Source: an optimization exercise on an open RTL-to-GDS flow (aim: small area, a short achievable clock period and few clock cycles). Production flows keep margins and buffers that such runs may drop. Function was checked by simulation only, so behaviour that the tests miss may differ from the original. Power is estimated from default activity; no workload was simulated.

rev 12:
==> flow/design.v <==
module add64 (
    input  [63:0] a,
    input  [63:0] b,
    input         ci,
    output [63:0] s
);
    reg [63:0] G, P, c;
    integer l, i;
    always @(*) begin
        P = a ^ b;
        G = a & b;
        G[0] = G[0] | (P[0] & ci);
        for (l = 0; l < 6; l = l + 1)
            for (i = 0; i < 64; i = i + 1)
                if (((i + 1) % (2 << l)) == 0) begin
                    G[i] = G[i] | (P[i] & G[i - (1 << l)]);
                    P[i] = P[i] & P[i - (1 << l)];
                end
        for (l = 4; l >= 0; l = l - 1)
            for (i = 0; i < 64; i = i + 1)
                if (((i + 1) % (2 << l)) == (1 << l) && i > (1 << l)) begin
                    G[i] = G[i] | (P[i] & G[i - (1 << l)]);
                    P[i] = P[i] & P[i - (1 << l)];
                end
        c = {G[62:0], ci};
    end
    assign s = a ^ b ^ c;
endmodule
module inc60 (
    input  [59:0] a,
    output [59:0] s
);
    reg [63:0] P;
    integer l, i;
    always @(*) begin
        P = {4'b0, a};
        for (l = 0; l < 6; l = l + 1)
            for (i = 0; i < 64; i = i + 1)
                if (((i + 1) % (2 << l)) == 0)
                    P[i] = P[i] & P[i - (1 << l)];
        for (l = 4; l >= 0; l = l - 1)
            for (i = 0; i < 64; i = i + 1)
                if (((i + 1) % (2 << l)) == (1 << l) && i > (1 << l))
                    P[i] = P[i] & P[i - (1 << l)];
    end
    assign s = a ^ {P[58:0], 1'b1};
endmodule
module y86_cpu (
    input             clk,
    input             rst,
    output     [63:0] imem_addr,
    input      [79:0] imem_rdata,
    output     [63:0] dmem_addr,
    output            dmem_we,
    output     [63:0] dmem_wdata,
    input      [63:0] dmem_rdata,
    output     [1:0]  stat,
    input      [3:0]  dbg_reg,
    output     [63:0] dbg_val
);
    localparam I_HALT = 4'h0, I_NOP = 4'h1, I_RRMOVQ = 4'h2, I_IRMOVQ = 4'h3,
               I_RMMOVQ = 4'h4, I_MRMOVQ = 4'h5, I_OPQ = 4'h6, I_JXX = 4'h7,
               I_CALL = 4'h8, I_RET = 4'h9, I_PUSHQ = 4'hA, I_POPQ = 4'hB;
    localparam RSP = 4'd4, RNONE = 4'hF;
    reg [1:0]  stat_r;
    reg        zf, sf, of;
    reg        boot;           
    reg [63:0] fpc;            
    reg        f_valid;        
    reg        e_valid;
    reg [3:0]  e_icode, e_ifun;
    reg [3:0]  e_srcA, e_srcB, e_rA, e_rB;
    reg        e_bad;          
    reg [63:0] e_valC;         
    reg [63:0] opA;            
    reg        w_we;           
    reg        w_load;         
    reg [3:0]  w_dst;
    reg [63:0] w_val;
    reg        w_ret;          
    wire halted = stat_r != 2'd0;
    reg  [3:0] f_srcA, f_srcB;
    wire [63:0] rf [0:15];
    assign rf[15] = 64'd0;
    wire [15:0] rv = {1'b0, rvalid};
    wire [63:0] w_data = w_load ? dmem_rdata : w_val;
    wire        sp_we;         
    wire [63:0] sp_new;
    reg [14:0] rvalid;
    genvar g;
    generate
        for (g = 0; g < 15; g = g + 1) begin : R
            reg [63:0] q;
            wire wr_w = w_we && w_dst == g;
            assign rf[g] = q;
            if (g == 4) begin : SP
                always @(posedge clk)
                    if (sp_we)      q <= sp_new;
                    else if (wr_w)  q <= w_data;
                always @(posedge clk)
                    if (rst)                 rvalid[g] <= 1'b0;
                    else if (sp_we || wr_w)  rvalid[g] <= 1'b1;
            end else begin : GP
                always @(posedge clk)
                    if (wr_w)       q <= w_data;
                always @(posedge clk)
                    if (rst)        rvalid[g] <= 1'b0;
                    else if (wr_w)  rvalid[g] <= 1'b1;
            end
        end
    endgenerate
    wire [3:0]  ra_addr = halted ? dbg_reg : f_srcA;
    wire [63:0] ra_raw  = rf[ra_addr] & {64{rv[ra_addr]}};
    assign dbg_val = ra_raw;
    wire [63:0] rb_raw  = rf[e_srcB] & {64{rv[e_srcB]}};
    wire bypB = w_we && !w_load && w_dst == e_srcB;
    wire [63:0] valA = opA;
    wire [63:0] valB = bypB ? w_val : rb_raw;
    wire e_rrmov = e_icode == I_RRMOVQ;
    wire e_irmov = e_icode == I_IRMOVQ;
    wire e_rmmov = e_icode == I_RMMOVQ;
    wire e_mrmov = e_icode == I_MRMOVQ;
    wire e_op    = e_icode == I_OPQ;
    wire e_call  = e_icode == I_CALL;
    wire e_ret   = e_icode == I_RET;
    wire e_push  = e_icode == I_PUSHQ;
    wire e_pop   = e_icode == I_POPQ;
    wire e_halt  = e_icode == I_HALT;
    wire stall = e_valid && w_we && w_load &&
                 (w_dst == e_srcA || w_dst == e_srcB);
    wire e_live = e_valid && !halted;
    wire e_go   = e_live && !stall && !e_bad && !e_halt;
    reg e_cnd;
    always @(*) begin
        case (e_ifun)
            4'd0:    e_cnd = 1'b1;
            4'd1:    e_cnd = (sf ^ of) | zf;
            4'd2:    e_cnd = sf ^ of;
            4'd3:    e_cnd = zf;
            4'd4:    e_cnd = ~zf;
            4'd5:    e_cnd = ~(sf ^ of);
            4'd6:    e_cnd = ~(sf ^ of) & ~zf;
            default: e_cnd = 1'b0;
        endcase
    end
    wire        e_sub = e_op && e_ifun[1:0] == 2'd1;
    wire [63:0] opB   = e_op ? valA :
                        (e_rmmov || e_mrmov) ? e_valC :
                        (e_push || e_call) ? 64'hFFFF_FFFF_FFFF_FFF8 :
                        64'd8;
    wire [63:0] sum;
    add64 adder (.a(valB), .b(e_sub ? ~opB : opB), .ci(e_sub), .s(sum));
    reg  [63:0] alu_out;
    always @(*) begin
        case (e_ifun[1:0])
            2'd2:    alu_out = valB & valA;
            2'd3:    alu_out = valB ^ valA;
            default: alu_out = sum;
        endcase
        if (!e_op) alu_out = sum;
    end
    wire alu_of = (e_ifun[1:0] == 2'd0) ? (valA[63] == valB[63]) && (sum[63] != valB[63]) :
                  (e_ifun[1:0] == 2'd1) ? (valA[63] != valB[63]) && (sum[63] != valB[63]) :
                  1'b0;
    wire alu_zf = alu_out == 64'd0;
    wire alu_sf = alu_out[63];
    wire n_zf = (e_go && e_op) ? alu_zf : zf;
    wire n_sf = (e_go && e_op) ? alu_sf : sf;
    wire n_of = (e_go && e_op) ? alu_of : of;
    assign sp_we  = e_go && (e_push || e_pop || e_call || e_ret);
    assign sp_new = sum;
    assign dmem_addr  = (e_pop || e_ret) ? valB : sum;
    assign dmem_we    = e_go && (e_rmmov || e_push || e_call);
    assign dmem_wdata = e_call ? e_valC : valA;
    wire [3:0] e_dst = (e_op || e_irmov)    ? e_rB :
                       e_rrmov              ? (e_cnd ? e_rB : RNONE) :
                       (e_mrmov || e_pop)   ? e_rA :
                       RNONE;
    wire [63:0] e_res = e_irmov ? e_valC : e_rrmov ? valA : alu_out;
    wire [3:0]  f_icode = imem_rdata[79:76];
    wire [3:0]  f_ifun  = imem_rdata[75:72];
    wire [3:0]  f_rA    = imem_rdata[71:68];
    wire [3:0]  f_rB    = imem_rdata[67:64];
    wire [63:0] f_valC  = imem_rdata[63:0];
    wire [63:0] f_dest  = imem_rdata[71:8];
    wire f_jxx  = f_icode == I_JXX;
    wire f_call = f_icode == I_CALL;
    wire f_ret  = f_icode == I_RET;
    wire [4:0]  lo1  = {1'b0, fpc[3:0]} + 5'd1;
    wire [4:0]  lo2  = {1'b0, fpc[3:0]} + 5'd2;
    wire [4:0]  lo9  = {1'b0, fpc[3:0]} + 5'd9;
    wire [4:0]  lo10 = {1'b0, fpc[3:0]} + 5'd10;
    reg  [4:0]  f_lo;
    always @(*) begin
        case (f_icode)
            I_RRMOVQ, I_OPQ, I_PUSHQ, I_POPQ: f_lo = lo2;
            I_IRMOVQ, I_RMMOVQ, I_MRMOVQ:     f_lo = lo10;
            I_JXX, I_CALL:                    f_lo = lo9;
            default:                          f_lo = lo1;
        endcase
    end
    wire [59:0] fpc_hi1;
    inc60 pcinc (.a(fpc[63:4]), .s(fpc_hi1));
    wire [63:0] f_valP  = {f_lo[4] ? fpc_hi1 : fpc[63:4], f_lo[3:0]};
    reg f_cnd;
    always @(*) begin
        case (f_ifun)
            4'd0:    f_cnd = 1'b1;
            4'd1:    f_cnd = (n_sf ^ n_of) | n_zf;
            4'd2:    f_cnd = n_sf ^ n_of;
            4'd3:    f_cnd = n_zf;
            4'd4:    f_cnd = ~n_zf;
            4'd5:    f_cnd = ~(n_sf ^ n_of);
            4'd6:    f_cnd = ~(n_sf ^ n_of) & ~n_zf;
            default: f_cnd = 1'b0;
        endcase
    end
    wire f_bad = (f_icode > 4'hB) ||
                 ((f_icode == I_RRMOVQ || f_jxx) && f_ifun > 4'd6) ||
                 (f_icode == I_OPQ && f_ifun > 4'd3);
    always @(*) begin
        f_srcA = RNONE;
        f_srcB = RNONE;
        case (f_icode)
            I_RRMOVQ:          f_srcA = f_rA;
            I_RMMOVQ, I_OPQ: begin f_srcA = f_rA; f_srcB = f_rB; end
            I_MRMOVQ:          f_srcB = f_rB;
            I_PUSHQ: begin     f_srcA = f_rA; f_srcB = RSP; end
            I_POPQ, I_CALL, I_RET: f_srcB = RSP;
            default: ;
        endcase
    end
    wire e_wr_dst = e_go && e_dst != RNONE && e_dst == f_srcA;
    wire e_wr_sp  = e_go && (e_push || e_pop || e_call || e_ret) && f_srcA == RSP;
    wire w_wr_a   = w_we && w_dst == f_srcA;
    wire [63:0] f_opA = e_wr_dst ? e_res :
                        e_wr_sp  ? sum :
                        w_wr_a   ? w_data :
                        ra_raw;
    reg [63:0] next_pc;
    always @(*) begin
        if (w_ret)
            next_pc = dmem_rdata;
        else if (stall || !f_valid)
            next_pc = fpc;
        else if (f_call || (f_jxx && f_cnd))
            next_pc = f_dest;
        else
            next_pc = f_valP;
    end
    assign imem_addr = next_pc;
    always @(posedge clk) begin
        if (rst) begin
            stat_r  <= 2'd0;
            zf      <= 1'b1;
            sf      <= 1'b0;
            of      <= 1'b0;
            boot    <= 1'b1;
            fpc     <= 64'd0;
            f_valid <= 1'b0;
            e_valid <= 1'b0;
            w_we    <= 1'b0;
            w_load  <= 1'b0;
            w_ret   <= 1'b0;
        end else begin
            boot <= 1'b0;
            fpc  <= next_pc;
            if (boot || w_ret)
                f_valid <= 1'b1;
            else if (!stall && f_valid && f_ret)
                f_valid <= 1'b0;
            if (!stall) begin
                e_valid <= f_valid && !boot && !w_ret;
                e_icode <= f_icode;
                e_ifun  <= f_ifun;
                e_rA    <= f_rA;
                e_rB    <= f_rB;
                e_srcA  <= f_srcA;
                e_srcB  <= f_srcB;
                e_bad   <= f_bad;
                e_valC  <= f_call ? f_valP : f_valC;
                opA     <= f_opA;
            end else if (w_dst == e_srcA) begin
                opA     <= dmem_rdata;
            end
            if (e_live && !stall && e_bad)
                stat_r <= 2'd2;
            else if (e_live && !stall && e_halt)
                stat_r <= 2'd1;
            if (e_go && e_op) begin
                zf <= alu_zf;
                sf <= alu_sf;
                of <= alu_of;
            end
            w_we   <= e_go && e_dst != RNONE;
            w_load <= e_mrmov || e_pop;
            w_dst  <= e_dst;
            w_val  <= e_res;
            w_ret  <= e_go && e_ret;
        end
    end
    assign stat = stat_r;
endmodule
Settings: LEC_CHECK=0, CAP_MARGIN=20, CORE_MARGIN=2, CORE_UTILIZATION=40, PLACE_DENSITY=0.6, SLEW_MARGIN=20; clock period 60.0 ns.
run.sh (not shown) runs the stock make flow with config.mk's settings and CLKGATE_MAP_FILE= SYNTH_SCRIPT=/design/flow/synth_recipe.tcl, a recipe that flattens the netlist after the stock synthesis.
Testbench counts of rev 12, summed over its fixed seeds: cycles 22,423.
Relative to rev 12, the following input files were edited for rev 13:
--- a/flow/design.v
+++ b/flow/design.v
@@ -72,49 +72,41 @@
     reg [3:0]  e_srcA, e_srcB, e_rA, e_rB;
     reg        e_bad;          
     reg [63:0] e_valC;         
-    reg [63:0] opA;            
     reg        w_we;           
     reg        w_load;         
     reg [3:0]  w_dst;
     reg [63:0] w_val;
     reg        w_ret;          
     wire halted = stat_r != 2'd0;
-    reg  [3:0] f_srcA, f_srcB;
     wire [63:0] rf [0:15];
     assign rf[15] = 64'd0;
-    wire [15:0] rv = {1'b0, rvalid};
     wire [63:0] w_data = w_load ? dmem_rdata : w_val;
     wire        sp_we;         
     wire [63:0] sp_new;
-    reg [14:0] rvalid;
     genvar g;
     generate
         for (g = 0; g < 15; g = g + 1) begin : R
             reg [63:0] q;
-            wire wr_w = w_we && w_dst == g;
             assign rf[g] = q;
             if (g == 4) begin : SP
                 always @(posedge clk)
-                    if (sp_we)      q <= sp_new;
-                    else if (wr_w)  q <= w_data;
-                always @(posedge clk)
-                    if (rst)                 rvalid[g] <= 1'b0;
-                    else if (sp_we || wr_w)  rvalid[g] <= 1'b1;
+                    if (rst)                       q <= 64'd0;
+                    else if (sp_we)                q <= sp_new;
+                    else if (w_we && w_dst == g)   q <= w_data;
             end else begin : GP
                 always @(posedge clk)
-                    if (wr_w)       q <= w_data;
-                always @(posedge clk)
-                    if (rst)        rvalid[g] <= 1'b0;
-                    else if (wr_w)  rvalid[g] <= 1'b1;
+                    if (rst)                       q <= 64'd0;
+                    else if (w_we && w_dst == g)   q <= w_data;
             end
         end
     endgenerate
-    wire [3:0]  ra_addr = halted ? dbg_reg : f_srcA;
-    wire [63:0] ra_raw  = rf[ra_addr] & {64{rv[ra_addr]}};
-    assign dbg_val = ra_raw;
-    wire [63:0] rb_raw  = rf[e_srcB] & {64{rv[e_srcB]}};
+    wire [3:0]  rb_addr = halted ? dbg_reg : e_srcB;
+    wire [63:0] rb_raw  = rf[rb_addr];
+    wire [63:0] ra_raw  = rf[e_srcA];
+    assign dbg_val = rb_raw;
+    wire bypA = w_we && !w_load && w_dst == e_srcA;
     wire bypB = w_we && !w_load && w_dst == e_srcB;
-    wire [63:0] valA = opA;
+    wire [63:0] valA = bypA ? w_val : ra_raw;
     wire [63:0] valB = bypB ? w_val : rb_raw;
     wire e_rrmov = e_icode == I_RRMOVQ;
     wire e_irmov = e_icode == I_IRMOVQ;
@@ -218,6 +210,7 @@
     wire f_bad = (f_icode > 4'hB) ||
                  ((f_icode == I_RRMOVQ || f_jxx) && f_ifun > 4'd6) ||
                  (f_icode == I_OPQ && f_ifun > 4'd3);
+    reg [3:0] f_srcA, f_srcB;
     always @(*) begin
         f_srcA = RNONE;
         f_srcB = RNONE;
@@ -230,13 +223,6 @@
             default: ;
         endcase
     end
-    wire e_wr_dst = e_go && e_dst != RNONE && e_dst == f_srcA;
-    wire e_wr_sp  = e_go && (e_push || e_pop || e_call || e_ret) && f_srcA == RSP;
-    wire w_wr_a   = w_we && w_dst == f_srcA;
-    wire [63:0] f_opA = e_wr_dst ? e_res :
-                        e_wr_sp  ? sum :
-                        w_wr_a   ? w_data :
-                        ra_raw;
     reg [63:0] next_pc;
     always @(*) begin
         if (w_ret)
@@ -279,9 +265,6 @@
                 e_srcB  <= f_srcB;
                 e_bad   <= f_bad;
                 e_valC  <= f_call ? f_valP : f_valC;
-                opA     <= f_opA;
-            end else if (w_dst == e_srcA) begin
-                opA     <= dmem_rdata;
             end
             if (e_live && !stall && e_bad)
                 stat_r <= 2'd2;
==> results.txt <==
Relative to rev 12, CTS sink count decreased by about 6% in rev 13.
Cmp rev 13 vs rev 12: max-slew headroom at the worst pin lower in rev 13
Sort rev 13 and rev 12 by detailed-route wire length per cell, ascending, and rev 13 comes first.
Per the comparison of rev 13 with rev 12, cell count after synthesis increased by 26% relative to the old numbers; fraction of power consumed by sequential logic decreased by 2.1 points relative to the old numbers; sequential-to-total area share from yosys stat decreased by 15 points relative to the old numbers; total non-filler cell area in the finished layout decreased by about 5% relative to the old numbers.
Testbench counts of rev 13, summed over its fixed seeds: cycles 22,423.

## re-timing with driven ports
How much do the figures lean on ideal ports? The routed layouts below were timed once more, with nothing changed but the port constraints. Step 1: set_driving_cell puts a clkbuf_16 on clk and a buf_2 on each other input, an assumption about the parent block. Step 2 also shifts input and output timing later by t, the mid clock arrival at the registers, as if the neighbouring blocks saw the same clock. Slacks: no drivers / after step 1 / after step 2; pairs: no drivers / after step 1.
| run | shift t [ns] | slack for setup (ns) | worst hold slack (ns) |
|---|---|---|---|
| rev 12 | 0.903 | 29.802 / 29.776 / 29.776 | 0.466 / 0.466 / 0.466 |
| rev 13 | 0.893 | 22.411 / 22.377 / 22.377 | 0.491 / 0.491 / 0.491 |
After both steps every run listed still meets setup and hold. The setup slack of rev 13, which loses most, moves by -0.034 ns with the drivers and by -0.034 ns with both steps.
